Background: an optimization exercise with open tools, aiming at small area. Do not read the settings as production practice.
In this exercise RTL edits were held to simulation tests only and were not proved equivalent to the original.
Power figures rest on the tool's default switching activity, not on a simulated workload.

## red
==> flow/design.v (excerpt) <==
module slink_ll (
  input  wire         clk,
  input  wire         reset,
  input  wire         enable,
  input  wire [7:0]   swi_short_packet_max,
  input  wire [1:0]   delimeter,
  input  wire [2:0]   tx_active_lanes,
  input  wire [2:0]   rx_active_lanes,
  input  wire         swi_allow_ecc_corrected,
  input  wire         swi_ecc_corrected_causes_reset,
  input  wire         swi_ecc_corrupted_causes_reset,
  input  wire         swi_crc_corrupted_causes_reset,
  input  wire         tx_sop,
  input  wire [7:0]   tx_data_id,
  input  wire [15:0]  tx_word_count,
  input  wire [31:0]  tx_app_data,
  output wire         tx_advance,
  input  wire         tx_sds_sent,
  input  wire         tx_ll_valid,
  output wire [31:0]  tx_link_data,
  output wire         tx_link_idle,
  input  wire         rx_sds_received,
  input  wire         rx_ll_valid,
  input  wire [31:0]  rx_link_data,
  input  wire         external_link_reset_condition,
  output wire         rx_sop,
  output wire [7:0]   rx_data_id,
  output wire [15:0]  rx_word_count,
  output wire [31:0]  rx_app_data,
  output wire         rx_valid,
  output wire         rx_ecc_corrected,
  output wire         rx_ecc_corrupted,
  output wire         rx_crc_corrupted,
  output wire         link_reset_condition
);
For scale: ~1800 cells after synthesis, about 15000 um^2 of cells after synthesis.
Settings: LEC_CHECK=0, CAP_MARGIN=20, CORE_MARGIN=2, CORE_UTILIZATION=60, SLEW_MARGIN=20; clock period 12.0 ns.
standard.sh (not shown) runs the stock make flow with config.mk's settings and CLKGATE_MAP_FILE= SYNTH_SCRIPT=/design/flow/synth_recipe.tcl, a recipe that flattens the netlist after the stock synthesis.
==> flow/flow/run.sh <==
#!/bin/bash
# Standard layout, except: the combinational logic of the standard synthesis
# is re-mapped for area (registers untouched; the smallest of four ABC runs
# with different seeds is kept), the port buffers are buf_1, and the clock
# tree uses clkbuf_8 without dummy loads.
set -euo pipefail
W=$(pwd)
R=$W/orfs/results/$FLOW_PLATFORM/slink_ll/base
YOSYS=$FLOW_HOME/../tools/install/yosys/bin/yosys
LIB=$FLOW_HOME/platforms/$FLOW_PLATFORM/lib/sky130_fd_sc_hd__tt_025C_1v80.lib
bash standard.sh synth > log_1_standard_synth.txt 2>&1
cp $R/1_2_yosys.v $W/std_1_2_yosys.v
for S in 0 1 2 3; do
  sed "s/-S 0/-S $S/" $W/flow/area.abc > $W/area_S$S.abc
  ( RS_LIB=$LIB RS_IN=$W/std_1_2_yosys.v RS_OUT=$W/resynth_S$S.v RS_ABC=$W/area_S$S.abc \
    RS_STAT_IN=$W/stat_std_S$S.txt RS_STAT_OUT=$W/stat_resynth_S$S.txt \
    $YOSYS -c $W/flow/resynth.tcl > log_2_resynth_S$S.txt 2>&1 || rm -f $W/resynth_S$S.v ) &
done
wait
best=""; best_area=""
for S in 0 1 2 3; do
  [[ -s $W/resynth_S$S.v && -s $W/stat_resynth_S$S.txt ]] || continue
  a=$(awk '/Chip area/ {print $NF}' $W/stat_resynth_S$S.txt)
  if [[ -z "$best" ]] || awk -v a="$a" -v b="$best_area" 'BEGIN {exit !(a < b)}'; then
    best=$S; best_area=$a
  fi
done
echo "resynth seeds: kept S=$best (area $best_area)" > log_2_resynth_choice.txt
cp $W/resynth_S$best.v $R/1_2_yosys.v
bash standard.sh "BUFFER_PORTS_ARGS=-buffer_cell sky130_fd_sc_hd__buf_1" \
  "CTS_ARGS=-sink_clustering_enable -repair_clock_nets -buf_list sky130_fd_sc_hd__clkbuf_8 -sink_clustering_size 14 -dont_use_dummy_load" \
  finish > log_3_standard_finish.txt 2>&1
Other scripts of this flow, unchanged in this note and not shown: flow/flow/area.abc, flow/flow/resynth.tcl
red finished every stage and its layout cleared the timing, design-rule and antenna checks.
Inputs modified between red and blue:
--- a/flow/design.v
+++ b/flow/design.v
@@ -387,21 +387,21 @@
 always @(posedge clk or posedge reset) begin
   if(reset) begin
     state               <= WAIT_SDS;
     link_data_reg       <= 32'd0;
     byte_count          <= 2'd0;
     remaining           <= 16'd0;
     never               <= 1'b0;
     ecc_reg             <= 6'd0;
     delim_count         <= 2'd0;
     is_short_pkt_reg    <= 1'b0;
-    crc                 <= 16'hffff;
+    crc                 <= 16'h0000;    
   end else begin
     state               <= nstate;
     link_data_reg       <= link_data_reg_in;
     byte_count          <= byte_count_in;
     remaining           <= remaining_in;
     delim_count         <= delim_count_in;
     crc                 <= crc_in;
     if(hdr_load) begin
       never             <= never_in;
       ecc_reg           <= hdr_ecc;
@@ -779,21 +779,21 @@
     data_id_reg         <= 8'd0;
     word_count_reg      <= 16'd0;
     sop                 <= 1'b0;
     valid               <= 1'b0;
     byte_count          <= 16'd0;
     sop_sent            <= 1'b0;
     crc_corr_prev       <= 1'b0;
     crc_corrupted       <= 1'b0;
     link_reset_condition<= 1'b0;
     delim_count         <= 2'd0;
-    crc                 <= 16'hffff;
+    crc                 <= 16'h0000;    
   end else begin
     state               <= nstate;
     app_data_reg        <= app_data_reg_in;
     data_id_reg         <= data_id_reg_in;
     word_count_reg      <= word_count_reg_in;
     sop                 <= sop_app;
     valid               <= valid_app;
     byte_count          <= byte_count_in;
     sop_sent            <= sop_sent_in;
     crc_corr_prev       <= crc_corr_prev_in;
Leakage power of the design: blue and red compared, lower one is blue
Detailed route wirelength on metal3 went up by more than 10% going from red to blue.
Any difference in post-place instance area between red and blue is small enough to ignore.
The via count of blue is higher than that of red.
Compared blue against red; portion of the layout cell area used by clock cells within noise.
Portion of the clock cycle consumed by the worst path in the final layout (higher): red
Delta (blue minus red): floorplan die area essentially unchanged; fraction of final layout cells sized beyond drive strength 1 fell 1.5 points.
blue: flow completed, timing, DRC and antenna clean

========
== before ==
slink_ll, a different RTL version from the one above (not shown whole).
Size in the first run: about 1700 cells after synthesis, about 210 I/O pins.
clock: 12.0 ns
lec_check: 0
cap_margin: 20
core_margin: 2
core_utilization: 50
slew_margin: 20
==> flow/flow/run.sh <==
#!/bin/bash
# Standard layout, except: the combinational logic of the standard synthesis
# is re-mapped for area (registers untouched), the port buffers are buf_1,
# and the clock tree uses clkbuf_8 without dummy loads.
set -euo pipefail
W=$(pwd)
R=$W/orfs/results/$FLOW_PLATFORM/slink_ll/base
YOSYS=$FLOW_HOME/../tools/install/yosys/bin/yosys
bash standard.sh synth > log_1_standard_synth.txt 2>&1
cp $R/1_2_yosys.v $W/std_1_2_yosys.v
RS_LIB=$FLOW_HOME/platforms/$FLOW_PLATFORM/lib/sky130_fd_sc_hd__tt_025C_1v80.lib \
RS_IN=$W/std_1_2_yosys.v RS_OUT=$W/resynth.v RS_ABC=$W/flow/area.abc \
RS_STAT_IN=$W/stat_std.txt RS_STAT_OUT=$W/stat_resynth.txt \
  $YOSYS -c $W/flow/resynth.tcl > log_2_resynth.txt 2>&1
cp $W/resynth.v $R/1_2_yosys.v
bash standard.sh "BUFFER_PORTS_ARGS=-buffer_cell sky130_fd_sc_hd__buf_1" \
  "CTS_ARGS=-sink_clustering_enable -repair_clock_nets -buf_list sky130_fd_sc_hd__clkbuf_8 -sink_clustering_size 16 -dont_use_dummy_load" \
  finish > log_3_standard_finish.txt 2>&1
==> flow/flow/area.abc <==
strash
 &get -n
 &deepsyn -T 60
 &put
 &get -n
 &dch -f
 &nf -p -R 1000 -F 8 -A 4 -C 32
 &put
==> flow/flow/resynth.tcl <==
# Re-map the combinational logic of the standard synthesis netlist for area.
# Every flip-flop instance is kept as it is (same name, same cell type); only
# the gates between them are re-optimized and re-mapped.
yosys -import
set lib     $::env(RS_LIB)
set in_v    $::env(RS_IN)
set out_v   $::env(RS_OUT)
set script  $::env(RS_ABC)

read_verilog $in_v
read_liberty -ignore_miss_func $lib
hierarchy -top slink_ll
# registers (and anything sequential) stay as black-box instances
blackbox sky130_fd_sc_hd__df* sky130_fd_sc_hd__edf* sky130_fd_sc_hd__sdf* sky130_fd_sc_hd__dl*
flatten
# the gates are inlined now: every library cell becomes a black box again
blackbox sky130_fd_sc_hd__*
opt_clean -purge
tee -o $::env(RS_STAT_IN) stat -liberty $lib
abc -liberty $lib -dont_use sky130_fd_sc_hd__lpflow_* -dont_use sky130_fd_sc_hd__probe* -script $script
setundef -zero
splitnets
opt_clean -purge
hilomap -singleton -hicell sky130_fd_sc_hd__conb_1 HI -locell sky130_fd_sc_hd__conb_1 LO
insbuf -buf sky130_fd_sc_hd__buf_4 A X
opt_clean -purge
tee -o $::env(RS_STAT_OUT) stat -liberty $lib
write_verilog -noattr -nohex -nodec $out_v
# the written netlist must read back cleanly against the library
design -reset
read_liberty -lib $lib
read_verilog $out_v
hierarchy -check -top slink_ll
check -assert -mapped
For after, these inputs were changed with respect to before:
--- a/flow/design.v
+++ b/flow/design.v
@@ -381,35 +381,39 @@
 wire        rem_hi0   = ~(|remaining[15:3]);
 wire        last_data = ~never && rem_hi0 &&
                         (lane4 ? ~(remaining[2] & (remaining[1] | remaining[0])) :
                          lane2 ? ~remaining[2] & ~(remaining[1] & remaining[0]) :
                                  ~remaining[2] & ~remaining[1]);
 wire        never_in  = (&word_count[15:2]) && (lane4 ? (word_count[1] | word_count[0]) : lane2 && (word_count[1] & word_count[0]));
 always @(posedge clk or posedge reset) begin
   if(reset) begin
     state               <= WAIT_SDS;
     link_data_reg       <= 32'd0;
+    byte_count          <= 2'd0;
+    remaining           <= 16'd0;
+    never               <= 1'b0;
+    ecc_reg             <= 6'd0;
     delim_count         <= 2'd0;
+    is_short_pkt_reg    <= 1'b0;
+    crc                 <= 16'hffff;
   end else begin
     state               <= nstate;
     link_data_reg       <= link_data_reg_in;
+    byte_count          <= byte_count_in;
+    remaining           <= remaining_in;
     delim_count         <= delim_count_in;
-  end
-end
-always @(posedge clk) begin
-  byte_count          <= byte_count_in;
-  remaining           <= remaining_in;
-  crc                 <= crc_in;
-  if(hdr_load) begin
-    never             <= never_in;
-    ecc_reg           <= hdr_ecc;
-    is_short_pkt_reg  <= is_short_pkt;
+    crc                 <= crc_in;
+    if(hdr_load) begin
+      never             <= never_in;
+      ecc_reg           <= hdr_ecc;
+      is_short_pkt_reg  <= is_short_pkt;
+    end
   end
 end
 always @(*) begin
   nstate            = state;
   link_data_reg_in  = link_data_reg;
   byte_count_in     = byte_count;
   remaining_in      = remaining;
   advance           = 1'b0;
   link_idle         = 1'b0;
   hdr_load          = 1'b0;
@@ -764,43 +768,48 @@
 slink_crc_8_16bit_compute u_crc1 (.data_in(link_data[15: 8]), .crc_prev(crc_n0), .crc_next(crc_n1));
 slink_crc_8_16bit_compute u_crc2 (.data_in(link_data[23:16]), .crc_prev(crc_n1), .crc_next(crc_n2));
 slink_crc_8_16bit_compute u_crc3 (.data_in(link_data[31:24]), .crc_prev(crc_n2), .crc_next(crc_n3));
 wire [15:0] byte_count_step = slink_add16(byte_count, {13'd0, lane4, lane2, lane1});
 wire        last_data       = slink_ge16(byte_count_step, word_count_reg);
 wire sop_app;
 wire valid_app;
 always @(posedge clk or posedge reset) begin
   if(reset) begin
     state               <= WAIT_SDS;
+    app_data_reg        <= 32'd0;
+    data_id_reg         <= 8'd0;
+    word_count_reg      <= 16'd0;
     sop                 <= 1'b0;
     valid               <= 1'b0;
+    byte_count          <= 16'd0;
+    sop_sent            <= 1'b0;
+    crc_corr_prev       <= 1'b0;
     crc_corrupted       <= 1'b0;
     link_reset_condition<= 1'b0;
     delim_count         <= 2'd0;
+    crc                 <= 16'hffff;
   end else begin
     state               <= nstate;
+    app_data_reg        <= app_data_reg_in;
+    data_id_reg         <= data_id_reg_in;
+    word_count_reg      <= word_count_reg_in;
     sop                 <= sop_app;
     valid               <= valid_app;
+    byte_count          <= byte_count_in;
+    sop_sent            <= sop_sent_in;
+    crc_corr_prev       <= crc_corr_prev_in;
     crc_corrupted       <= crc_corrupted_in;
     link_reset_condition<= link_reset_condition_in;
     delim_count         <= delim_count_in;
+    crc                 <= crc_in;
   end
 end
-always @(posedge clk) begin
-  app_data_reg        <= app_data_reg_in;
-  data_id_reg         <= data_id_reg_in;
-  word_count_reg      <= word_count_reg_in;
-  byte_count          <= byte_count_in;
-  sop_sent            <= sop_sent_in;
-  crc_corr_prev       <= crc_corr_prev_in;
-  crc                 <= crc_in;
-end
 always @(*) begin
   nstate                = state;
   app_data_reg_in       = app_data_reg;
   data_id_reg_in        = data_id_reg;
   word_count_reg_in     = word_count_reg;
   sop_in                = 1'b0;
   valid_in              = 1'b0;
   byte_count_in         = byte_count;
   sop_sent_in           = sop_sent;
   crc_in                = crc;
--- outcome ---
- after: net count after synthesis higher than before
- [compare] base=before new=after: via density per instance climbed 0.85%; achievable clock frequency dropped about 4.5%; sequential power climbed about 20%; synthesized instance count climbed 7.4%; combinational power climbed about 80%.
- Compared with before, placement density in the core of after is lower.
- Summary — logic gate share of total power, after relative to before: higher, by 9.5 points.
- The run with more setup slack is before; after has less.
- Compared with before, after shows worst slack on hold paths higher by 0.014 ns.
- NOTE area after synthesis before->after increased slightly
- rx_active_lanes[0] as the launch point of the critical path was reported by before, and tx_active_lanes[1] by after.
- Lower final critical-path required period goes to before over after.

[port drivers added, routing unchanged]
The results above use ideal ports. As a check the final layouts listed here were re-extracted and re-timed, cells and wires unchanged. Step 1 sets driving cells, clkbuf_16 on the clock port and buf_2 on the other inputs (assumed; they add their load-dependent delay and slew). Step 2, shift: input delay + t, output delay - t, t = (earliest + latest rising clock arrival at the registers) / 2. This alone moves slack from input paths to output paths. a / b / c = no drivers / after step 1 / after step 2; a / b = the first two.
| run | shift t [ns] | slack for setup (ns) | worst setup path at the end | cell pins on the clock port's net |
|---|---|---|---|---|
| red | 0.514 | 2.408 / 2.386 / 1.969 | input to register | 1 |
| blue | 0.519 | 2.487 / 2.509 / 1.990 | input to register | 1 |
| before | 0.528 | 2.901 / 2.867 / 2.867 | input to output | 1 |
| after | 0.548 | 2.476 / 2.499 / 1.951 | input to register | 1 |
After both steps every run listed still meets setup and hold. The setup slack of after, which loses most, moves by +0.023 ns with the drivers and by -0.525 ns with both steps.
